What follows belongs to an exercise in optimizing a design on an open flow for small area and a short achievable clock period; a production flow would make more cautious choices.
Function was checked by simulation only, so behaviour that the tests miss may differ from the original.
No driver is modelled on the clock port, so clocking that relies on it looks cheaper here than on a real chip.

Setup of the baseline:
// CPU_Top
module CPU_Top #(
    parameter ADDR_WIDTH = 32,
    parameter DAT_WIDTH = 32
) (
    input   clk,
    input   rst_n,
    output  [ADDR_WIDTH - 1 : 0]    im_PC_o,
    output  [ADDR_WIDTH - 1 : 0]    im_next_PC_o,
    input   [ADDR_WIDTH - 1 : 0]    im_wdata_i,
    output  [4 : 0]                 rs1_o,
    output  [4 : 0]                 rs2_o,
    output  [4 : 0]                 rd_o,
    output  [ADDR_WIDTH - 1 : 0]    ALU_o,
    output  [ADDR_WIDTH - 1 : 0]    memory_data_o,
    output  [ADDR_WIDTH - 1 : 0]    store_data_o
);
Size: roughly 12000 cells after synthesis, roughly 0.13 mm^2 of cells after synthesis.
Settings: LEC_CHECK=0, ABC_CLOCK_PERIOD_IN_PS=3000, CAP_MARGIN=20, CORE_MARGIN=2, CORE_UTILIZATION=65, PLACE_DENSITY=0.72, SLEW_MARGIN=20, SYNTH_HIERARCHICAL=1, SYNTH_MINIMUM_KEEP_SIZE=0; clock period 20.0 ns.
standard.sh (not shown) runs the stock make flow with config.mk's settings and CLKGATE_MAP_FILE= SYNTH_SCRIPT=/design/flow/synth_recipe.tcl, a recipe that flattens the netlist after the stock synthesis.
==> flow/flow/run.sh <==
#!/bin/bash
# Layout flow: the standard synthesis unchanged, then the ORFS stages
# with these changes:
# - combinational cells set to their smallest size before floorplanning
#   (flow/downsize.tcl); repair_design and the sizing below grow them back
#   where timing needs it;
# - a lighter clock tree (no dummy loads, larger sink clusters);
# - ORFS's setup repair left at its default margin, and instead a greedy
#   sizing of the worst paths (flow/gsize.tcl) after CTS and after global
#   routing (flow/post_cts.tcl, flow/post_grt.tcl).
# Each stage's output goes to its own log file here; ORFS's own logs stay
# under orfs/logs.
set -euo pipefail
export FLOW_FLOW_DIR=$PWD/flow
export FLOW_GS_ITER=${FLOW_GS_ITER:-800}
bash standard.sh synth > log_1_synth.txt 2>&1
EXTRA=(
  MATCH_CELL_FOOTPRINT=0
  "PRE_FLOORPLAN_TCL=$PWD/flow/downsize.tcl"
  "POST_CTS_TCL=$PWD/flow/post_cts.tcl"
  "POST_GLOBAL_ROUTE_TCL=$PWD/flow/post_grt.tcl"
  "BUFFER_PORTS_ARGS=-buffer_cell sky130_fd_sc_hd__buf_4"
  "CTS_ARGS=-sink_clustering_enable -repair_clock_nets -dont_use_dummy_load -sink_clustering_size 25 -sink_clustering_max_diameter 100"
)
STAGES=${FLOW_STAGES:-floorplan place cts route finish}
n=2
for s in $STAGES; do
  bash standard.sh "${EXTRA[@]}" $s > log_${n}_$s.txt 2>&1
  n=$((n+1))
done
==> flow/flow/gsize.tcl <==
# Greedy path sizing. Rounds over the endpoints whose slack is within a
# window of the worst one, worst first: for each, resize the one cell on its
# worst path that most improves that endpoint's slack without lowering the
# design's worst slack. Only changes a cell's size within its function.
# replace_cell drops the estimated parasitics of the nets on the cell's pins,
# so they are estimated again after every change.

if {![info exists ::gs_est_mode]} { set ::gs_est_mode -placement }

proc gs_variants {} {
  set vars [dict create]
  foreach lc [get_lib_cells sky130_fd_sc_hd__*] {
    set name [get_name $lc]
    if {![regexp {^sky130_fd_sc_hd__([a-z0-9]+)_([0-9]+)$} $name -> base size]} { continue }
    if {[regexp {^(df|edf|sdf|sed|dl|clk|conb|tap|fill|decap|probe|lpflow|diode|dly)} $base]} { continue }
    if {[get_property $lc dont_use]} { continue }
    dict lappend vars $base [list $size [get_property $lc area] $name]
  }
  return $vars
}

proc gs_est {n} {
  if {[catch {est::estimate_parasitic_net $n} err]} {
    estimate_parasitics $::gs_est_mode
  }
}

proc gs_replace {inst cell} {
  replace_cell $inst $cell
  foreach p [get_pins -of_objects $inst] {
    set n [get_nets -quiet -of_objects $p]
    if {$n ne {}} { gs_est $n }
  }
}

proc gs_area {} {
  set a 0
  foreach i [[ord::get_db_block] getInsts] {
    set m [$i getMaster]
    if {[$m getType] == "CORE"} { set a [expr {$a + [$m getWidth] * [$m getHeight] / 1e6}] }
  }
  return $a
}

proc gs_ep_slack {ep} {
  return [get_property [lindex [find_timing_paths -to $ep -path_delay max] 0] slack]
}

# Try to improve the worst path to endpoint ep by one resize; returns the gain.
proc gs_improve {vars ep} {
  set wns [sta::worst_slack -max]
  set path [lindex [find_timing_paths -to $ep -path_delay max] 0]
  set ep_slack [get_property $path slack]
  set insts {}
  foreach pt [get_property $path points] {
    set pin [get_property $pt pin]
    if {[get_property $pin direction] ne "output"} { continue }
    set inst [get_cells -quiet -of_objects $pin]
    if {$inst ne ""} { lappend insts [get_full_name $inst] }
  }
  set best_inst ""; set best_cell ""; set best_gain 0.0
  foreach iname $insts {
    set inst [get_cells $iname]
    set m [get_property $inst ref_name]
    if {![regexp {^sky130_fd_sc_hd__([a-z0-9]+)_([0-9]+)$} $m -> base size]} { continue }
    if {![dict exists $vars $base]} { continue }
    set cur_area [get_property [get_lib_cells $m] area]
    foreach v [dict get $vars $base] {
      lassign $v vs va vn
      if {$vn eq $m} { continue }
      if {$va <= $cur_area + 1e-6 && $vs <= $size} { continue }
      gs_replace $inst $vn
      set gain [expr {[gs_ep_slack $ep] - $ep_slack}]
      set w [sta::worst_slack -max]
      if {$w >= $wns - 1e-4 && $gain > $best_gain + 1e-3} {
        set best_gain $gain; set best_inst $iname; set best_cell $vn
      }
      gs_replace $inst $m
    }
  }
  if {$best_inst ne ""} {
    set inst [get_cells $best_inst]
    set old [get_property $inst ref_name]
    gs_replace $inst $best_cell
    # a larger cell loads its drivers more: keep no move that breaks a
    # max-slew or max-capacitance limit
    if {[sta::max_slew_violation_count] > $::gs_slew_viol || [sta::max_capacitance_violation_count] > $::gs_cap_viol} {
      gs_replace $inst $old
      return 0.0
    }
  }
  return $best_gain
}

proc gs_run {max_rounds max_area_frac window budget {npaths 400}} {
  set t0 [clock seconds]
  set vars [gs_variants]
  set a0 [gs_area]
  set moves 0
  set ::gs_slew_viol [sta::max_slew_violation_count]
  set ::gs_cap_viol [sta::max_capacitance_violation_count]
  for {set r 0} {$r < $max_rounds} {incr r} {
    set wns [sta::worst_slack -max]
    set eps {}
    foreach p [find_timing_paths -path_delay max -group_path_count $npaths -endpoint_path_count 1 -sort_by_slack] {
      set s [get_property $p slack]
      if {$s <= $wns + $window + 1e-6} { lappend eps [list $s [get_property $p endpoint]] }
    }
    set eps [lsort -real -index 0 $eps]
    set moved 0
    foreach e $eps {
      set ep [lindex $e 1]
      # several moves on the same endpoint while they keep helping
      for {set k 0} {$k < 8} {incr k} {
        set g [gs_improve $vars $ep]
        if {$g <= 0.0} { break }
        incr moved; incr moves
      }
      if {[clock seconds] - $t0 > $budget} { break }
      if {[gs_area] > $a0 * (1.0 + $max_area_frac)} { break }
    }
    puts "gsize: round $r: [llength $eps] endpoints, $moved moves, wns [format %.3f [sta::worst_slack -max]] area [format %.0f [gs_area]] time [expr {[clock seconds] - $t0}]"
    if {$moved == 0} { break }
    if {[clock seconds] - $t0 > $budget} { puts "gsize: time budget used"; break }
    if {[gs_area] > $a0 * (1.0 + $max_area_frac)} { puts "gsize: area limit"; break }
  }
  puts "gsize: done, $moves moves, wns [sta::worst_slack -max] area [gs_area]"
}
==> flow/flow/post_grt.tcl <==
# Hook after global routing (POST_GLOBAL_ROUTE_TCL): greedy sizing of the
# worst setup paths (flow/gsize.tcl) on global-route parasitics, keeping the
# slew and capacitance limits, then re-legalize and re-route the changed
# nets.
source $::env(FLOW_FLOW_DIR)/gsize.tcl
set ::gs_est_mode -global_routing
set_propagated_clock [all_clocks]
global_route -start_incremental
estimate_parasitics -global_routing
puts "post_grt: worst slack before sizing [sta::worst_slack -max]"
gs_run 100 0.05 0.0 400
detailed_placement
global_route -end_incremental -congestion_report_file $::env(REPORTS_DIR)/congestion_post_gsize.rpt
check_placement -verbose
estimate_parasitics -global_routing
puts "post_grt: worst slack after sizing [sta::worst_slack -max]"
report_check_types -max_slew -max_capacitance -violators
write_guides $::env(RESULTS_DIR)/route.guide
Other scripts of this flow, unchanged in this note and not shown: flow/flow/downsize.tcl, flow/flow/post_cts.tcl
### the baseline -> the candidate
diff --git a/flow/flow/gsize.tcl b/flow/flow/gsize.tcl
--- a/flow/flow/gsize.tcl
+++ b/flow/flow/gsize.tcl
@@ -81,11 +81 @@
-  if {$best_inst ne ""} {
-    set inst [get_cells $best_inst]
-    set old [get_property $inst ref_name]
-    gs_replace $inst $best_cell
-    # a larger cell loads its drivers more: keep no move that breaks a
-    # max-slew or max-capacitance limit
-    if {[sta::max_slew_violation_count] > $::gs_slew_viol || [sta::max_capacitance_violation_count] > $::gs_cap_viol} {
-      gs_replace $inst $old
-      return 0.0
-    }
-  }
+  if {$best_inst ne ""} { gs_replace [get_cells $best_inst] $best_cell }
@@ -100,2 +89,0 @@
-  set ::gs_slew_viol [sta::max_slew_violation_count]
-  set ::gs_cap_viol [sta::max_capacitance_violation_count]
diff --git a/flow/flow/post_grt.tcl b/flow/flow/post_grt.tcl
--- a/flow/flow/post_grt.tcl
+++ b/flow/flow/post_grt.tcl
@@ -2,3 +2,4 @@
-# worst setup paths (flow/gsize.tcl) on global-route parasitics, keeping the
-# slew and capacitance limits, then re-legalize and re-route the changed
-# nets.
+# worst setup paths (flow/gsize.tcl) on global-route parasitics, then
+# re-legalize and re-route the changed nets, repair the slew and capacitance
+# limits the larger cells may have broken, and re-legalize and re-route
+# once more.
@@ -13,0 +15,6 @@
+estimate_parasitics -global_routing
+puts "post_grt: worst slack after sizing [sta::worst_slack -max]"
+global_route -start_incremental
+repair_design_helper
+detailed_placement
+global_route -end_incremental -congestion_report_file $::env(REPORTS_DIR)/congestion_post_gsize_rd.rpt
@@ -16 +23 @@
-puts "post_grt: worst slack after sizing [sta::worst_slack -max]"
+puts "post_grt: worst slack after repair_design [sta::worst_slack -max]"
The candidate terminated abnormally: global routing (5_1_grt) reported EST-0104.
As far as post-placement cell count goes, the candidate and the baseline are indistinguishable; the numbers are identical.
Placement-stage worst setup slack came out exactly the same in the baseline and the candidate.
Comparing the baseline against the candidate, there is no change at all in instance area after placement.
Reported for the baseline and the candidate, synthesized cell count turned out identical to the last digit.
The candidate against the baseline: number of core rows barely changed, width of the die has remained practically unchanged.
The candidate against the baseline: count of input and output buffers now sits at about the same level, average size of a mapped cell about even.
The baseline -> the candidate: synthesized cell area delta 0, exact match
Starting utilization of the core area came out exactly the same in the baseline and the candidate.

[afterwards: timing with drivers on the ports]
Ports are ideal in the flow. The routed layout listed here was re-timed in OpenROAD.
Step 1 assumes that a clkbuf_16 drives the clock port and a buf_2 every other input.
Step 2 moves the port delays by t, midway between the first and last clock arrival at a register: inputs arrive t later, outputs are due t later. That takes back most of the time a late clock gives input paths.
Three values: ideal, step 1, step 2; two values: the first two.
run: the baseline
t (ns): 0.969
slack for setup (ns): 6.484 / 6.418 / 6.418
worst setup path at the end: input to output
clock arrival spread, ns: 0.111 / 0.111
pins driven straight from the clock port: 1
After both steps setup and hold are still met in the baseline. The setup slack of the baseline moves by -0.066 ns with the drivers and by -0.066 ns with both steps.
